From an optimization exercise on the open Yosys and OpenROAD flow, aimed at small area, a short achievable clock period and few clock cycles per item; shortcuts taken in it are not production practice. In this exercise RTL edits were held to simulation tests only and were not proved equivalent to the original.

## run 1
Design bitcoin_hash, start of the top module:
module bitcoin_hash (
  input  logic        clk, reset_n, start,
  input  logic [15:0] message_addr, output_addr,
  output logic        done, mem_clk, mem_we,
  output logic [15:0] mem_addr,
  output logic [31:0] mem_write_data,
  input  logic [31:0] mem_read_data
);
Size: ~1100 flip-flops, about 120 I/O pins.
==> flow/config.mk <==
export PLATFORM = sky130hd
export DESIGN_NAME = bitcoin_hash
export DESIGN_NICKNAME = bitcoin_hash
export VERILOG_FILES = /design/flow/design.v
export SDC_FILE = /design/flow/constraint.sdc
export NUM_CORES = 4
export LEC_CHECK = 0
export CAP_MARGIN = 30
export CORE_MARGIN = 2
export CORE_UTILIZATION = 50
export PLACE_DENSITY = 0.65
export SLEW_MARGIN = 40
==> flow/constraint.sdc <==
create_clock -name core_clock -period 12.0 [get_ports {clk}]
set_input_delay 2.4000 -clock core_clock [delete_from_list [all_inputs] [get_ports {clk}]]
set_output_delay 2.4000 -clock core_clock [all_outputs]
set_load 0.01 [all_outputs]
standard.sh (not shown) runs the stock make flow with config.mk's settings and CLKGATE_MAP_FILE= SYNTH_SCRIPT=/design/flow/synth_recipe.tcl, a recipe that flattens the netlist after the stock synthesis.
==> flow/flow/run.sh <==
#!/bin/bash
set -euo pipefail
cd "$(dirname "$0")/.."
export SETUP_SLACK_MARGIN=7
bash standard.sh > make.log 2>&1
Run 1 completed end to end with timing, DRC and antenna clean.
Testbench counts of run 1, summed over its fixed seeds: cycles 69,248, items 512.
Relative to run 1, the following input files were edited for run 2:
Settings: changing PLACE_DENSITY from 0.65 to 0.55; changing CORE_UTILIZATION from 50 to 40.
==> flow/flow/run.sh <==
#!/bin/bash
set -euo pipefail
cd "$(dirname "$0")/.."
export SETUP_SLACK_MARGIN=8
bash standard.sh > make.log 2>&1
[summary]
- Compared with run 1, in run 2 die footprint went up about 25%; global-route congestion overflow total did not really move; global-route usage over all layers shows a reduction of 3.6 points; number of standard cells in the layout, taps in and fillers out shows an increase of 696.
- Relative to run 1, initial antenna violation count increased by 6 in run 2.
- Compared to run 1, run 2 has insertion delay of the later-clocked pin in the worst-skew pair 0.03 ns higher.
The following lists how run 3 was set up differently from run 2:
==> flow/run.sh (new file) <==
#!/bin/bash
# synth_recipe.tcl (not shown) runs the flow's synth.tcl, then flattens the netlist and writes it again
# the make line also repeats each setting of config.mk as NAME=value (left out here)
make -C /OpenROAD-flow-scripts/flow DESIGN_CONFIG=/design/flow/config.mk WORK_HOME=/design/flow/orfs CLKGATE_MAP_FILE= SYNTH_SCRIPT=/design/flow/synth_recipe.tcl finish
removed: flow/flow/run.sh
removed: flow/standard.sh
The largest fanout on the critical path number comes out lower for run 2 vs run 3.
Going from run 2 to run 3, global routing met2 resource utilization now sits lower; final area down 13%; minimum setup slack in the final design now smaller.
The following lists how run 4 was set up differently from run 3:
==> flow/flow/run.sh (new file) <==
#!/bin/bash
set -euo pipefail
cd "$(dirname "$0")/.."
export SETUP_SLACK_MARGIN=7
bash standard.sh > make.log 2>&1
==> flow/standard.sh (new file) <==
#!/bin/bash
# synth_recipe.tcl (not shown) runs the flow's synth.tcl, then flattens the netlist and writes it again
# the make line also repeats each setting of config.mk as NAME=value (left out here)
make -C /OpenROAD-flow-scripts/flow DESIGN_CONFIG=/design/flow/config.mk WORK_HOME=/design/flow/orfs CLKGATE_MAP_FILE= SYNTH_SCRIPT=/design/flow/synth_recipe.tcl "${@:-finish}"
removed: flow/run.sh
==> run summary <==
Run 4 reached the final stage; the timing, DRC and antenna checks on its layout passed.
[compare] base=run 3 new=run 4: share of the core filled with cells increased by 0.91 points relative to the old numbers.
Sort run 3 and run 4 by total setup buffers inserted after CTS desc -> top: run 4
Summary of the comparison: fraction of final layout cells with drive strength greater than 1 is higher in run 4, relative to run 3.
Compared with run 3, in run 4 count of clock-buffer cells in the layout went down by 3, post-route non-filler standard cell count went up by 52.
Relative to run 3, relative area change from synthesis to final layout has increased by 2.3 points in run 4.
From run 3 to run 4 the numbers moved as follows: number of nets in the layout saw an increase, flip-flop and latch count saw little to no change, clock network area share saw a decrease.
A end point of the critical path of rq[124] is what run 3 shows, while hk[31] belongs to run 4.
Here is what was changed in the inputs of run 5 compared with run 4.
Settings: putting TNS_END_PERCENT at 5 where nothing was set.
==> flow/flow/run.sh <==
#!/bin/bash
set -euo pipefail
cd "$(dirname "$0")/.."
export SETUP_SLACK_MARGIN=8
bash standard.sh > make.log 2>&1
### Flow results
Changes observed in run 5 relative to run 4: sum of met3 wire segment lengths after detailed routing climbed about 10%; total area of multi-input combinational cells climbed about 5%; fraction of layout instances using a drive strength above 1 climbed 5.5 points.


bitcoin_hash again, from the RTL that the note above started with.
clock: 12.0 ns
lec_check: 0
cap_margin: 10
core_margin: 2
core_utilization: 40
place_density: 0.55
slew_margin: 10
==> flow/flow/run.sh <==
#!/bin/bash
set -euo pipefail
cd "$(dirname "$0")/.."
export SETUP_SLACK_MARGIN=7
bash standard.sh > make.log 2>&1
The baseline passed the timing, DRC and antenna checks.
Testbench counts at the start, summed over its fixed seeds: cycles 69,248, items 512.
Next try:
- CAP_MARGIN: 10 -> 30
- SLEW_MARGIN: 10 -> 40
- TNS_END_PERCENT: not set -> 5
Effect: Area after synthesis stays the same; worst hold slack is worse by 0.022 ns; global-route usage came out lower by 0.13 points; register-to-register slack loses 0.08 ns; count of clock-buffer cells in the layout rose by 3; critical path depth came out lower by 4.


Another version of the RTL of bitcoin_hash (not shown whole).
Size in the first run: ~5200 cells after synthesis, roughly 1100 flip-flops, roughly 53000 sq um of cells after synthesis.
clock: 12.0 ns
lec_check: 0
cap_margin: 30
core_margin: 2
core_utilization: 40
cts_buf_list: sky130_fd_sc_hd__clkbuf_4 sky130_fd_sc_hd__clkbuf_8 sky130_fd_sc_hd__clkbuf_16
cts_cluster_diameter: 70
cts_cluster_size: 30
place_density: 0.55
slew_margin: 40
Scripts as last shown in full above: flow/flow/run.sh
Testbench counts at the start, summed over its fixed seeds: cycles 69,248, items 512.
Change:
CORE_UTILIZATION = 60   (was 40)
CTS_CLUSTER_DIAMETER = 100   (was 70)
CTS_CLUSTER_SIZE = 24   (was 30)
PLACE_DENSITY = 0.75   (was 0.55)
Outcome: The new run finished with timing, DRC and antenna clean. Worst setup slack loses 0.046 ns. Design area drops by 5.0%. Core utilization climbs by 20 points. Die area drops by 33%. Area after synthesis does not change.
Change:
==> flow/flow/run.sh (replaced) <==
#!/bin/bash
set -euo pipefail
cd "$(dirname "$0")/.."
export SETUP_SLACK_MARGIN=7.5
bash standard.sh > make.log 2>&1
CORE_UTILIZATION = 40   (was 60)
PLACE_DENSITY = 0.55   (was 0.75)
Outcome:
- worst setup slack improves by 0.070 ns
- die area increases by 49%
- non-clock buffer count increases by 121
- critical path depth decreases by 1
- sequential cell count stays the same

## what the ideal ports hide
How much do the figures lean on ideal ports? The routed layouts below were timed once more, with nothing changed but the port constraints.
Step 1, drivers: a clkbuf_16 drives clk and a buf_2 each remaining input, both assumed.
Step 2 adds t to the input delays and takes it off the output delays; t is the mean of the earliest and latest rising clock arrival at the registers after step 1. Input paths then give back, and output paths get back, about the clock's delay inside the block.
a / b / c = ideal / step 1 / step 2; a / b = the first two.
run	shift t [ns]	slack for setup (ns)	hold WS [ns]	clock arrival spread, ns	cell pins on the clock port's net
run 1	0.788	7.007 / 7.007 / 6.794	0.309 / 0.309 / 0.309	0.047 / 0.047	1
run 2	0.826	7.192 / 7.192 / 7.192	0.323 / 0.323 / 0.323	0.056 / 0.056	1
run 3	0.838	5.388 / 5.388 / 5.388	0.317 / 0.317 / 0.317	0.048 / 0.048	1
run 4	0.816	6.995 / 6.995 / 6.716	0.296 / 0.296 / 0.296	0.053 / 0.053	1
run 5	0.839	7.088 / 7.088 / 6.698	0.323 / 0.323 / 0.323	0.072 / 0.071	1
the first run of note 2	0.812	6.984 / 6.984 / 6.727	0.319 / 0.319 / 0.319	0.044 / 0.045	1
the second run of note 2	0.818	6.907 / 6.907 / 6.717	0.297 / 0.297 / 0.297	0.050 / 0.050	1
the first run of note 3	0.811	7.030 / 7.030 / 6.589	0.317 / 0.317 / 0.317	0.070 / 0.070	1
the second run of note 3	0.740	6.984 / 6.984 / 6.605	0.324 / 0.324 / 0.324	0.033 / 0.033	1
the third run of note 3	0.790	7.054 / 7.054 / 6.939	0.321 / 0.321 / 0.321	0.064 / 0.064	1
After both steps every run listed still meets setup and hold. The setup slack of the first run of note 3, which loses most, moves by 0.000 ns with the drivers and by -0.441 ns with both steps.
